This is an optimization exercise on Yosys and OpenROAD, whose aim is small area, a short achievable clock period and few clock cycles, not a production implementation. Power is estimated from default activity; no workload was simulated.

==> flow/design.v <==
module GCD #(parameter WIDTH = 16) (clk,a,b,start,gcd,done);
    input clk;
    input [WIDTH-1:0] a;
    input [WIDTH-1:0] b;
    input start;
    output [WIDTH-1:0] gcd;
    output done;
    localparam KW = 4;    
    reg [WIDTH-1:0] x, y;
    reg [KW-1:0] k;
    function [KW-1:0] ctz;
        input [WIDTH-1:0] v;
        integer i;
        begin
            ctz = 0;
            for (i = WIDTH-1; i >= 0; i = i - 1)
                if (v[i]) ctz = i;
        end
    endfunction
    wire [WIDTH-1:0] kh = {{(WIDTH-1){1'b0}}, 1'b1} << k;
    wire [WIDTH-1:0] kh1 = {kh[WIDTH-2:0], 1'b0};
    wire [WIDTH-1:0] e = x ^ y;
    wire nx = ~|(x & kh);
    wire ny = ~|(y & kh);
    wire x1 = |(x & kh1);
    wire y1 = |(y & kh1);
    wire e1 = x1 ^ y1;                  
    wire [WIDTH-1:0] pn, gn;      
    genvar j;
    generate
        for (j = 0; j < WIDTH; j = j + 1) begin : bp
            gcd_xor2 u_p (.a(x[j]), .b(y[j]), .z(pn[j]));
            gcd_orn2 u_g (.a(y[j]), .b(x[j]), .z(gn[j]));
        end
    endgenerate
    wire [WIDTH-1:0] p = ~pn;
    wire [WIDTH-1:0] G, P;        
    gcd_prefix #(WIDTH) u_pfx (.gn(gn), .pn(pn), .G(G), .P(P));
    wire neg = ~(G[WIDTH-1] | P[WIDTH-1]);    
    wire busy = ~P[WIDTH-1];                  
    wire [WIDTH-1:0] Gb = {G[WIDTH-2:0], 1'b0};
    wire [WIDTH-1:0] Pb = {P[WIDTH-2:0], 1'b1};
    wire [WIDTH-1:0] dxy = p ^ (Gb | Pb);
    wire [WIDTH-1:0] dyx = ~(p ^ Gb);
    wire sub = busy & ~nx & ~ny;
    wire [WIDTH-1:0] rx = e1 ? {1'b0, dxy[WIDTH-1:1]} : {2'b00, dxy[WIDTH-1:2]};
    wire [WIDTH-1:0] ry = e1 ? {1'b0, dyx[WIDTH-1:1]} : {2'b00, dyx[WIDTH-1:2]};
    wire [WIDTH-1:0] xn = x1 ? {1'b0, x[WIDTH-1:1]} : {2'b00, x[WIDTH-1:2]};
    wire [WIDTH-1:0] yn = y1 ? {1'b0, y[WIDTH-1:1]} : {2'b00, y[WIDTH-1:2]};
    wire wx = sub & ~neg;
    wire wy = sub & neg;
    wire [WIDTH-1:0] nxt_x = ({WIDTH{start}} & a) |
                             ({WIDTH{~start & nx}} & xn) |
                             ({WIDTH{~start & ~nx & wx}} & rx) |
                             ({WIDTH{~start & ~nx & ~wx}} & x);
    wire [WIDTH-1:0] nxt_y = ({WIDTH{start}} & b) |
                             ({WIDTH{~start & ny}} & yn) |
                             ({WIDTH{~start & ~ny & wy}} & ry) |
                             ({WIDTH{~start & ~ny & ~wy}} & y);
    always @(posedge clk) begin
        x <= nxt_x;
        y <= nxt_y;
        k <= ({KW{start}} & ctz(a | b)) | ({KW{~start}} & k);
    end
    assign gcd = x;
    assign done = ~|e;
endmodule
module gcd_prefix #(parameter WIDTH = 16) (gn, pn, G, P);
    input [WIDTH-1:0] gn, pn;     
    output [WIDTH-1:0] G, P;
    localparam L = 4;    
    wire [WIDTH-1:0] gl [0:L];
    wire [WIDTH-1:0] pl [0:L];
    assign gl[0] = gn;
    assign pl[0] = pn;
    genvar l, i;
    generate
        for (l = 0; l < L; l = l + 1) begin : lv
            for (i = 0; i < WIDTH; i = i + 1) begin : bt
                if (((i >> l) & 1) == 1) begin : op
                    if (l % 2 == 0) begin : pos
                        gcd_pgo u (.ghn(gl[l][i]), .phn(pl[l][i]),
                                   .gln(gl[l][((i >> l) << l) - 1]), .pln(pl[l][((i >> l) << l) - 1]),
                                   .g(gl[l+1][i]), .p(pl[l+1][i]));
                    end else begin : ngt
                        gcd_pga u (.gh(gl[l][i]), .ph(pl[l][i]),
                                   .gl(gl[l][((i >> l) << l) - 1]), .pl(pl[l][((i >> l) << l) - 1]),
                                   .gn(gl[l+1][i]), .pn(pl[l+1][i]));
                    end
                end else begin : pass
                    assign gl[l+1][i] = ~gl[l][i];
                    assign pl[l+1][i] = ~pl[l][i];
                end
            end
        end
    endgenerate
    assign G = ~gl[L];
    assign P = ~pl[L];
endmodule
module gcd_pga (gh, ph, gl, pl, gn, pn);
    input gh, ph, gl, pl;
    output gn, pn;
    assign gn = ~(gh | (ph & gl));
    assign pn = ~(ph & pl);
endmodule
module gcd_pgo (ghn, phn, gln, pln, g, p);
    input ghn, phn, gln, pln;
    output g, p;
    assign g = ~(ghn & (phn | gln));
    assign p = ~(phn | pln);
endmodule
module gcd_xor2 (a, b, z);
    input a, b;
    output z;
    assign z = a ^ b;
endmodule
module gcd_orn2 (a, b, z);
    input a, b;
    output z;
    assign z = a | ~b;
endmodule
==> flow/config.mk <==
export PLATFORM = sky130hd
export DESIGN_NAME = GCD
export DESIGN_NICKNAME = GCD
export VERILOG_FILES = /design/flow/design.v
export SDC_FILE = /design/flow/constraint.sdc
export NUM_CORES = 4
export LEC_CHECK = 0
export CAP_MARGIN = 20
export CORE_MARGIN = 2
export CORE_UTILIZATION = 40
export SLEW_MARGIN = 20
export SYNTH_HIERARCHICAL = 1
==> flow/constraint.sdc <==
create_clock -name core_clock -period 3.0 [get_ports {clk}]
set_input_delay 0.6000 -clock core_clock [delete_from_list [all_inputs] [get_ports {clk}]]
set_output_delay 0.6000 -clock core_clock [all_outputs]
set_load 0.01 [all_outputs]
run.sh (not shown) runs the stock make flow with config.mk's settings and CLKGATE_MAP_FILE= SYNTH_SCRIPT=/design/flow/synth_recipe.tcl, a recipe that flattens the netlist after the stock synthesis.
Then changed:
--- a/flow/design.v
+++ b/flow/design.v
@@ -9,4 +9,5 @@
     reg [WIDTH-1:0] x, y;
     reg [KW-1:0] k;
+    reg nx, ny;         
     function [KW-1:0] ctz;
         input [WIDTH-1:0] v;
@@ -20,10 +21,12 @@
     wire [WIDTH-1:0] kh = {{(WIDTH-1){1'b0}}, 1'b1} << k;
     wire [WIDTH-1:0] kh1 = {kh[WIDTH-2:0], 1'b0};
+    wire [WIDTH-1:0] kh2 = {kh[WIDTH-3:0], 2'b00};
     wire [WIDTH-1:0] e = x ^ y;
-    wire nx = ~|(x & kh);
-    wire ny = ~|(y & kh);
     wire x1 = |(x & kh1);
     wire y1 = |(y & kh1);
+    wire x2 = |(x & kh2);
+    wire y2 = |(y & kh2);
     wire e1 = x1 ^ y1;                  
+    wire e2 = x2 ^ y2;                  
     wire [WIDTH-1:0] pn, gn;      
     genvar j;
@@ -48,4 +51,20 @@
     wire [WIDTH-1:0] xn = x1 ? {1'b0, x[WIDTH-1:1]} : {2'b00, x[WIDTH-1:2]};
     wire [WIDTH-1:0] yn = y1 ? {1'b0, y[WIDTH-1:1]} : {2'b00, y[WIDTH-1:2]};
+    wire ox = x1 ? 1'b0 : ~x2;
+    wire oy = y1 ? 1'b0 : ~y2;
+    wire od = ~e1 & ~e2;
+    wire [WIDTH-1:0] ab = a | b;
+    reg [WIDTH-1:0] lb;
+    reg seen;
+    integer i;
+    always @* begin
+        seen = 1'b0;
+        for (i = 0; i < WIDTH; i = i + 1) begin
+            lb[i] = ab[i] & ~seen;
+            seen = seen | ab[i];
+        end
+    end
+    wire nx0 = ~|(a & lb);
+    wire ny0 = ~|(b & lb);
     wire wx = sub & ~neg;
     wire wy = sub & neg;
@@ -58,8 +77,13 @@
                              ({WIDTH{~start & ~ny & wy}} & ry) |
                              ({WIDTH{~start & ~ny & ~wy}} & y);
+    wire nxt_nx = (start & nx0) | (~start & nx & ox) | (~start & ~nx & wx & od);
+    wire nxt_ny = (start & ny0) | (~start & ny & oy) | (~start & ~ny & wy & od);
+    wire [KW-1:0] nxt_k = ({KW{start}} & ctz(ab)) | ({KW{~start}} & k);
     always @(posedge clk) begin
         x <= nxt_x;
         y <= nxt_y;
-        k <= ({KW{start}} & ctz(a | b)) | ({KW{~start}} & k);
+        nx <= nxt_nx;
+        ny <= nxt_ny;
+        k <= nxt_k;
     end
     assign gcd = x;
Clock-buffer cell count fell by 2.
Clock skew stays flat.
Worst hold slack gets worse by 0.088 ns.
First-iteration DRC count increases by 20%.
Clock power is higher by 83%.
Cell count is higher by 5.4%.
Critical path depth is unchanged.
Core utilization falls by 2.9 points.
Maximum frequency drops by 0.73%.
Sequential cell count rose by 2.
Worst setup slack is worse by 0.021 ns.
Power rose by 41%.
Die area is higher by 8.8%.
Design area came out higher by 4.2%.
No functional check of the RTL was part of any run of this note.

afterwards: timing with drivers on the ports:
No port has a modelled driver above. Below, the same layouts with a new extraction and two added sets of constraints. Step 1 sets driving cells, clkbuf_16 on the clock port and buf_2 on the other inputs (assumed; they add their load-dependent delay and slew). Step 2 also shifts input and output timing later by t, the mid clock arrival at the registers, as if the neighbouring blocks saw the same clock. Three values: no drivers, after step 1, after step 2; two values: the first two.
| run | t (ns) | slack for setup (ns) | latest minus earliest clock arrival (ns) |
|---|---|---|---|
| the first run | 0.325 | 0.095 / 0.063 / 0.138 | 0.009 / 0.009 |
| the second run | 0.322 | 0.074 / 0.035 / 0.163 | 0.007 / 0.007 |
After both steps every run listed still meets setup and hold.
